This is an optimization exercise on Yosys and OpenROAD, whose aim is small area, not a production implementation. Only simulation tests tie the RTL to the original design; equivalence was not proved. Power figures rest on the tool's default switching activity, not on a simulated workload.

pepper:
Design pong, start of the top module:
module pong
#(
    parameter CLKS_PER_MOVE = 1000
)
(
    input FPGA_CLK,
    input RST_N,
    input RESET,
    input KEY1,
    input KEY2,
    input KEY3,
    input KEY4,
    output VGA_HSYNC,
    output VGA_VSYNC,
    output VGA_R,
    output VGA_G,
    output VGA_B,
    output SVNSEG_DIG1,
    output SVNSEG_DIG2,
    output SVNSEG_DIG3,
    output SVNSEG_DIG4,
    output SVNSEG_SEG0,
    output SVNSEG_SEG1,
    output SVNSEG_SEG2,
    output SVNSEG_SEG3,
    output SVNSEG_SEG4,
    output SVNSEG_SEG5,
    output SVNSEG_SEG6,
    output SVNSEG_SEG7
);
    wire clk = FPGA_CLK;
    wire rst = !RST_N;
    reg [9:0] col;
    reg [9:0] row;
    wire col_wrap = col == 10'd799;
    always @(posedge clk) begin
        if (rst) begin
            col <= 10'd0;
            row <= 10'd0;
        end else begin
            col <= col_wrap ? 10'd0 : col + 10'd1;
            if (col_wrap)
                row <= (row == 10'd524) ? 10'd0 : row + 10'd1;
        end
    end
    function [9:0] lfsr_after(input integer steps);
        integer i;
        begin
            lfsr_after = 10'd0;
            for (i = 0; i < steps; i = i + 1)
                lfsr_after = {lfsr_after[8:0], ~(lfsr_after[9] ^ lfsr_after[6])};
        end
  ...
Size: ~24 I/O pins, about 5100 um2 of cells after synthesis.
clock: 10.0 ns
lec_check: 0
cap_margin: 20
core_margin: 2
core_utilization: 55
slew_margin: 20
standard.sh (not shown) runs the stock make flow with config.mk's settings and CLKGATE_MAP_FILE= SYNTH_SCRIPT=/design/flow/synth_recipe.tcl, a recipe that flattens the netlist after the stock synthesis.
==> flow/flow/run.sh <==
#!/bin/bash
# Standard synthesis, then an area re-optimisation of its combinational logic
# (registers untouched: same instances, names and cell types), then the
# standard layout from floorplan on, with single-strength port buffers and a
# clock tree without dummy loads.
set -euo pipefail
R=orfs/results/$FLOW_PLATFORM/pong/base
bash standard.sh synth > synth.log 2>&1
cp $R/1_2_yosys.v $R/1_2_yosys.std.v

LIB=$FLOW_HOME/platforms/sky130hd/lib/sky130_fd_sc_hd__tt_025C_1v80.lib
mkdir -p reopt
reopt() {  # reopt IN OUT SCRIPT LOG
    REOPT_LIB=$LIB REOPT_IN=$1 REOPT_OUT=$2 REOPT_ABC=$3 yosys -c flow/reopt.tcl > $4 2>&1 || true
}
# stage 1: deep AIG optimisation with eight seeds (four at a time), then
# area mapping
for B in 0 4; do
    for S in $B $((B + 1)) $((B + 2)) $((B + 3)); do
        printf 'strash\n&get -n\n&deepsyn -T 300 -S %s\n&put\ndch -f\namap -F 3 -A 10\n' $S > reopt/s$S.abc
        reopt $R/1_2_yosys.std.v reopt/s$S.v reopt/s$S.abc reopt_s$S.log &
    done
    wait
done
# stage 2: remap each result again and again (a chain of 8 steps, two
# alternating recipes), keeping every step's netlist
printf 'strash\ndch -f\namap -F 3 -A 10\n' > reopt/r0.abc
printf 'strash\n&get -n\n&dc2\n&dch -f\n&put\namap -F 3 -A 10\n' > reopt/r1.abc
chain() {  # chain SEED
    local prev=reopt/s$1.v
    for K in $(seq 1 8); do
        [[ -f $prev ]] || return 0
        reopt $prev reopt/s${1}_k$K.v reopt/r$((K % 2)).abc reopt_s${1}_k$K.log
        prev=reopt/s${1}_k$K.v
    done
}
for B in 0 4; do
    for S in $B $((B + 1)) $((B + 2)) $((B + 3)); do
        chain $S &
    done
    wait
done
# keep the smallest
best=""; best_area=""
for f in reopt/s*.v; do
    a=$(grep -i "chip area" $f.stat 2>/dev/null | grep -o '[0-9.]*$' || true)
    echo "$f area $a" >> reopt_summary.log
    if [[ -n "$a" ]] && { [[ -z "$best_area" ]] || awk -v a="$a" -v b="$best_area" 'BEGIN { exit !(a < b) }'; }; then
        best=$f; best_area=$a
    fi
done
echo "kept $best ($best_area)" >> reopt_summary.log
cp $best $R/1_2_yosys.v
touch $R/1_2_yosys.v

export BUFFER_PORTS_ARGS="-buffer_cell sky130_fd_sc_hd__buf_1"
export CTS_ARGS="-sink_clustering_enable -repair_clock_nets -dont_use_dummy_load"
bash standard.sh finish > layout.log 2>&1
Other scripts of this flow, unchanged in this note and not shown: flow/flow/reopt.tcl
pepper finished all stages; the layout is clean.
Edits applied to the flow inputs when going from pepper to delta:
-- flow/flow/run.sh --
<<< pepper, line 14
    REOPT_LIB=$LIB REOPT_IN=$1 REOPT_OUT=$2 REOPT_ABC=$3 yosys -c flow/reopt.tcl > $4 2>&1 || true
}
# stage 1: deep AIG optimisation with eight seeds (four at a time), then
# area mapping
for B in 0 4; do
    for S in $B $((B + 1)) $((B + 2)) $((B + 3)); do
        printf 'strash\n&get -n\n&deepsyn -T 300 -S %s\n&put\ndch -f\namap -F 3 -A 10\n' $S > reopt/s$S.abc
        reopt $R/1_2_yosys.std.v reopt/s$S.v reopt/s$S.abc reopt_s$S.log &
    done
    wait
done
# stage 2: remap each result again and again (a chain of 8 steps, two
# alternating recipes), keeping every step's netlist
printf 'strash\ndch -f\namap -F 3 -A 10\n' > reopt/r0.abc
printf 'strash\n&get -n\n&dc2\n&dch -f\n&put\namap -F 3 -A 10\n' > reopt/r1.abc
chain() {  # chain SEED
    local prev=reopt/s$1.v
    for K in $(seq 1 8); do
        [[ -f $prev ]] || return 0
        reopt $prev reopt/s${1}_k$K.v reopt/r$((K % 2)).abc reopt_s${1}_k$K.log
        prev=reopt/s${1}_k$K.v
    done
}
for B in 0 4; do
    for S in $B $((B + 1)) $((B + 2)) $((B + 3)); do
        chain $S &
    done
    wait
done
# keep the smallest
>>> delta, line 14
    REOPT_LIB=$LIB REOPT_IN=$1 REOPT_OUT=$2 REOPT_ABC=$3 yosys -c flow/reopt.tcl > $4 2>&1 || true
}
# stage 1: deep AIG optimisation with four seeds, then area mapping
for S in 0 1 2 3; do
    printf 'strash\n&get -n\n&deepsyn -T 300 -S %s\n&put\ndch -f\namap -F 3 -A 10\n' $S > reopt/s$S.abc
    reopt $R/1_2_yosys.std.v reopt/s$S.v reopt/s$S.abc reopt_s$S.log &
done
wait
# stage 2: remap each result again, 1 to 8 times
for K in 1 2 3 4 5 6 7 8; do
    : > reopt/k$K.abc
    for i in $(seq $K); do printf 'strash\ndch -f\namap -F 3 -A 10\n' >> reopt/k$K.abc; done
done
for S in 0 1 2 3; do
    if [[ -f reopt/s$S.v ]]; then
        for K in 1 2 3 4 5 6 7 8; do
            reopt reopt/s$S.v reopt/s${S}_k$K.v reopt/k$K.abc reopt_s${S}_k$K.log &
        done
        wait
    fi
done
# keep the smallest
[summary]
delta vs. pepper: synthesized cell count went up by about 0.6%.
In the final design statistics, delta uses more standard cells in total than pepper.
Looking at total routed wire length on the met1 layer across pepper and delta, the one that comes out lower is delta.
Sort pepper and delta by arrival time reported for the critical path endpoint, ascending, and pepper comes first.
Compared to pepper, delta has worst-path maximum fanout 2 lower.
Diff pepper and delta: wire length of the first global-routing pass lower in delta
Side by side, maximum number of pins on one net before global-route repair turned out higher in delta than in pepper.
Total power after layout: delta vs pepper down 0.38%
Looking at relative slew slack across both flows, delta is the weaker of the two, with pepper ahead.
Input-level comparison between amber and delta:
-- flow/flow/run.sh --
<<< delta, line 20
done
wait
# stage 2: remap each result again, 1 to 8 times
for K in 1 2 3 4 5 6 7 8; do
    : > reopt/k$K.abc
    for i in $(seq $K); do printf 'strash\ndch -f\namap -F 3 -A 10\n' >> reopt/k$K.abc; done
done
for S in 0 1 2 3; do
    if [[ -f reopt/s$S.v ]]; then
        for K in 1 2 3 4 5 6 7 8; do
            reopt reopt/s$S.v reopt/s${S}_k$K.v reopt/k$K.abc reopt_s${S}_k$K.log &
        done
        wait
    fi
done
# keep the smallest
best=""; best_area=""
>>> amber, line 20
done
wait
# stage 2: remap each result again and again (a chain of 16 steps, two
# alternating recipes), keeping every step's netlist
printf 'strash\ndch -f\namap -F 3 -A 10\n' > reopt/r0.abc
printf 'strash\n&get -n\n&dc2\n&dch -f\n&put\namap -F 3 -A 10\n' > reopt/r1.abc
chain() {  # chain SEED
    local prev=reopt/s$1.v
    for K in $(seq 1 16); do
        [[ -f $prev ]] || return 0
        reopt $prev reopt/s${1}_k$K.v reopt/r$((K % 2)).abc reopt_s${1}_k$K.log
        prev=reopt/s${1}_k$K.v
    done
}
for S in 0 1 2 3; do
    chain $S &
done
wait
# keep the smallest
best=""; best_area=""
### Flow results
- delta → amber: die boundary height went up, final critical path time including I/O delays and setup went up, critical path depth went down.

raven:
Another version of the RTL of pong (not shown whole).
Size in the first run: ~720 cells after synthesis, roughly 0.0052 mm^2 of cells after synthesis.
export LEC_CHECK = 0
export CAP_MARGIN = 20
export CORE_MARGIN = 2
export CORE_UTILIZATION = 55
export SLEW_MARGIN = 20
create_clock -name core_clock -period 10.0 [get_ports {FPGA_CLK}]
==> flow/flow/run.sh <==
#!/bin/bash
# Standard synthesis, then an area re-optimisation of its combinational logic
# (registers untouched: same instances, names and cell types), then the
# standard layout from floorplan on, with single-strength port buffers and a
# clock tree without dummy loads.
set -euo pipefail
R=orfs/results/$FLOW_PLATFORM/pong/base
bash standard.sh synth > synth.log 2>&1
cp $R/1_2_yosys.v $R/1_2_yosys.std.v

# several ABC runs with different seeds; keep the smallest result
LIB=$FLOW_HOME/platforms/sky130hd/lib/sky130_fd_sc_hd__tt_025C_1v80.lib
mkdir -p reopt
for S in 0 1 2 3; do
    printf 'strash\n&get -n\n&deepsyn -T 300 -S %s\n&put\ndch -f\namap -F 3 -A 10\n' $S > reopt/s$S.abc
    REOPT_LIB=$LIB REOPT_IN=$R/1_2_yosys.std.v REOPT_OUT=reopt/s$S.v REOPT_ABC=reopt/s$S.abc \
        yosys -c flow/reopt.tcl > reopt_s$S.log 2>&1 &
done
wait
best=""; best_area=""
for S in 0 1 2 3; do
    a=$(grep -i "chip area" reopt/s$S.v.stat | grep -o '[0-9.]*$' || true)
    echo "seed $S area $a" >> reopt_summary.log
    if [[ -n "$a" ]] && { [[ -z "$best_area" ]] || awk -v a="$a" -v b="$best_area" 'BEGIN { exit !(a < b) }'; }; then
        best=$S; best_area=$a
    fi
done
echo "kept seed $best ($best_area)" >> reopt_summary.log
cp reopt/s$best.v $R/1_2_yosys.v
touch $R/1_2_yosys.v

export BUFFER_PORTS_ARGS="-buffer_cell sky130_fd_sc_hd__buf_1"
export CTS_ARGS="-sink_clustering_enable -repair_clock_nets -dont_use_dummy_load"
bash standard.sh finish > layout.log 2>&1
==> flow/flow/reopt.tcl <==
# Re-optimise the combinational logic of the standard synthesis netlist for area.
# Registers (their instances, names and cell types) are kept as they are.
yosys -import
set lib $::env(REOPT_LIB)
set in  $::env(REOPT_IN)
set out $::env(REOPT_OUT)
set script $::env(REOPT_ABC)
read_liberty -ignore_miss_func $lib
read_verilog -defer $in
hierarchy -top pong
# keep sequential cells as instances

setattr -mod -set keep_hierarchy 1 sky130_fd_sc_hd__df* sky130_fd_sc_hd__edf* sky130_fd_sc_hd__sdf* sky130_fd_sc_hd__conb_1
flatten
yosys rename -hide w:*.*
opt_clean -purge
techmap
opt -fast
abc -liberty $lib -dont_use *probe* -dont_use *lpflow* -dont_use *clkbuf* -dont_use *clkinv* -dont_use *dlygate* -dont_use *dlymetal* -script $script pong
opt_clean -purge
hierarchy -top pong
blackbox sky130_fd_sc_hd__*
setundef -zero
hilomap -singleton -hicell sky130_fd_sc_hd__conb_1 HI -locell sky130_fd_sc_hd__conb_1 LO
splitnets
opt_clean -purge
tee -o $out.stat stat -liberty $lib
write_verilog -noattr -nohex -nodec -selected $out
raven completed every stage of the flow, and the final layout passed the timing, design-rule and antenna checks.
Inputs modified between raven and tundra:
==> flow/flow/run.sh <==
#!/bin/bash
# Standard synthesis, then an area re-optimisation of its combinational logic
# (registers untouched: same instances, names and cell types), then the
# standard layout from floorplan on, with single-strength port buffers and a
# clock tree without dummy loads.
set -euo pipefail
R=orfs/results/$FLOW_PLATFORM/pong/base
bash standard.sh synth > synth.log 2>&1
cp $R/1_2_yosys.v $R/1_2_yosys.std.v

LIB=$FLOW_HOME/platforms/sky130hd/lib/sky130_fd_sc_hd__tt_025C_1v80.lib
mkdir -p reopt
reopt() {  # reopt IN OUT SCRIPT LOG
    REOPT_LIB=$LIB REOPT_IN=$1 REOPT_OUT=$2 REOPT_ABC=$3 yosys -c flow/reopt.tcl > $4 2>&1 || true
}
# stage 1: deep AIG optimisation with four seeds, then area mapping
for S in 0 1 2 3; do
    printf 'strash\n&get -n\n&deepsyn -T 300 -S %s\n&put\ndch -f\namap -F 3 -A 10\n' $S > reopt/s$S.abc
    reopt $R/1_2_yosys.std.v reopt/s$S.v reopt/s$S.abc reopt_s$S.log &
done
wait
# stage 2: remap each result again, 1 to 8 times
for K in 1 2 3 4 5 6 7 8; do
    : > reopt/k$K.abc
    for i in $(seq $K); do printf 'strash\ndch -f\namap -F 3 -A 10\n' >> reopt/k$K.abc; done
done
for S in 0 1 2 3; do
    if [[ -f reopt/s$S.v ]]; then
        for K in 1 2 3 4 5 6 7 8; do
            reopt reopt/s$S.v reopt/s${S}_k$K.v reopt/k$K.abc reopt_s${S}_k$K.log &
        done
        wait
    fi
done
# keep the smallest
best=""; best_area=""
for f in reopt/s*.v; do
    a=$(grep -i "chip area" $f.stat 2>/dev/null | grep -o '[0-9.]*$' || true)
    echo "$f area $a" >> reopt_summary.log
    if [[ -n "$a" ]] && { [[ -z "$best_area" ]] || awk -v a="$a" -v b="$best_area" 'BEGIN { exit !(a < b) }'; }; then
        best=$f; best_area=$a
    fi
done
echo "kept $best ($best_area)" >> reopt_summary.log
cp $best $R/1_2_yosys.v
touch $R/1_2_yosys.v

export BUFFER_PORTS_ARGS="-buffer_cell sky130_fd_sc_hd__buf_1"
export CTS_ARGS="-sink_clustering_enable -repair_clock_nets -dont_use_dummy_load"
bash standard.sh finish > layout.log 2>&1
==> run notes <==
Against raven, area of all placed cells without fillers in tundra came out better. Compared with raven, tundra shows a minimum setup slack after placement that is 0.21 ns lower. Clock period minus final worst setup slack is higher on tundra. Clock transition at the register clock pins on the worst setup and hold paths after CTS is higher on raven. Taking raven as the reference, in tundra wire length saw a decrease, fraction of area in multi-input gates saw an increase.

-- separate check: timing with driven ports --
Ports are ideal in the flow. The routed layouts listed here were re-timed in OpenROAD. Step 1 assumes that a clkbuf_16 drives the clock port and a buf_2 every other input. Step 2 moves the port delays by t, midway between the first and last clock arrival at a register: inputs arrive t later, outputs are due t later. That takes back most of the time a late clock gives input paths. Three values: no drivers, after step 1, after step 2; two values: the first two.
run	t, ns	setup slack, ns	clock arrival spread, ns
pepper	0.400	4.791 / 4.755 / 5.155	0.020 / 0.021
delta	0.390	4.577 / 4.543 / 4.933	0.037 / 0.037
amber	0.401	4.159 / 4.125 / 4.526	0.044 / 0.044
raven	0.386	4.286 / 4.286 / 4.286	0.026 / 0.026
tundra	0.382	4.205 / 4.205 / 4.205	0.035 / 0.035
After both steps every run listed still meets setup and hold.
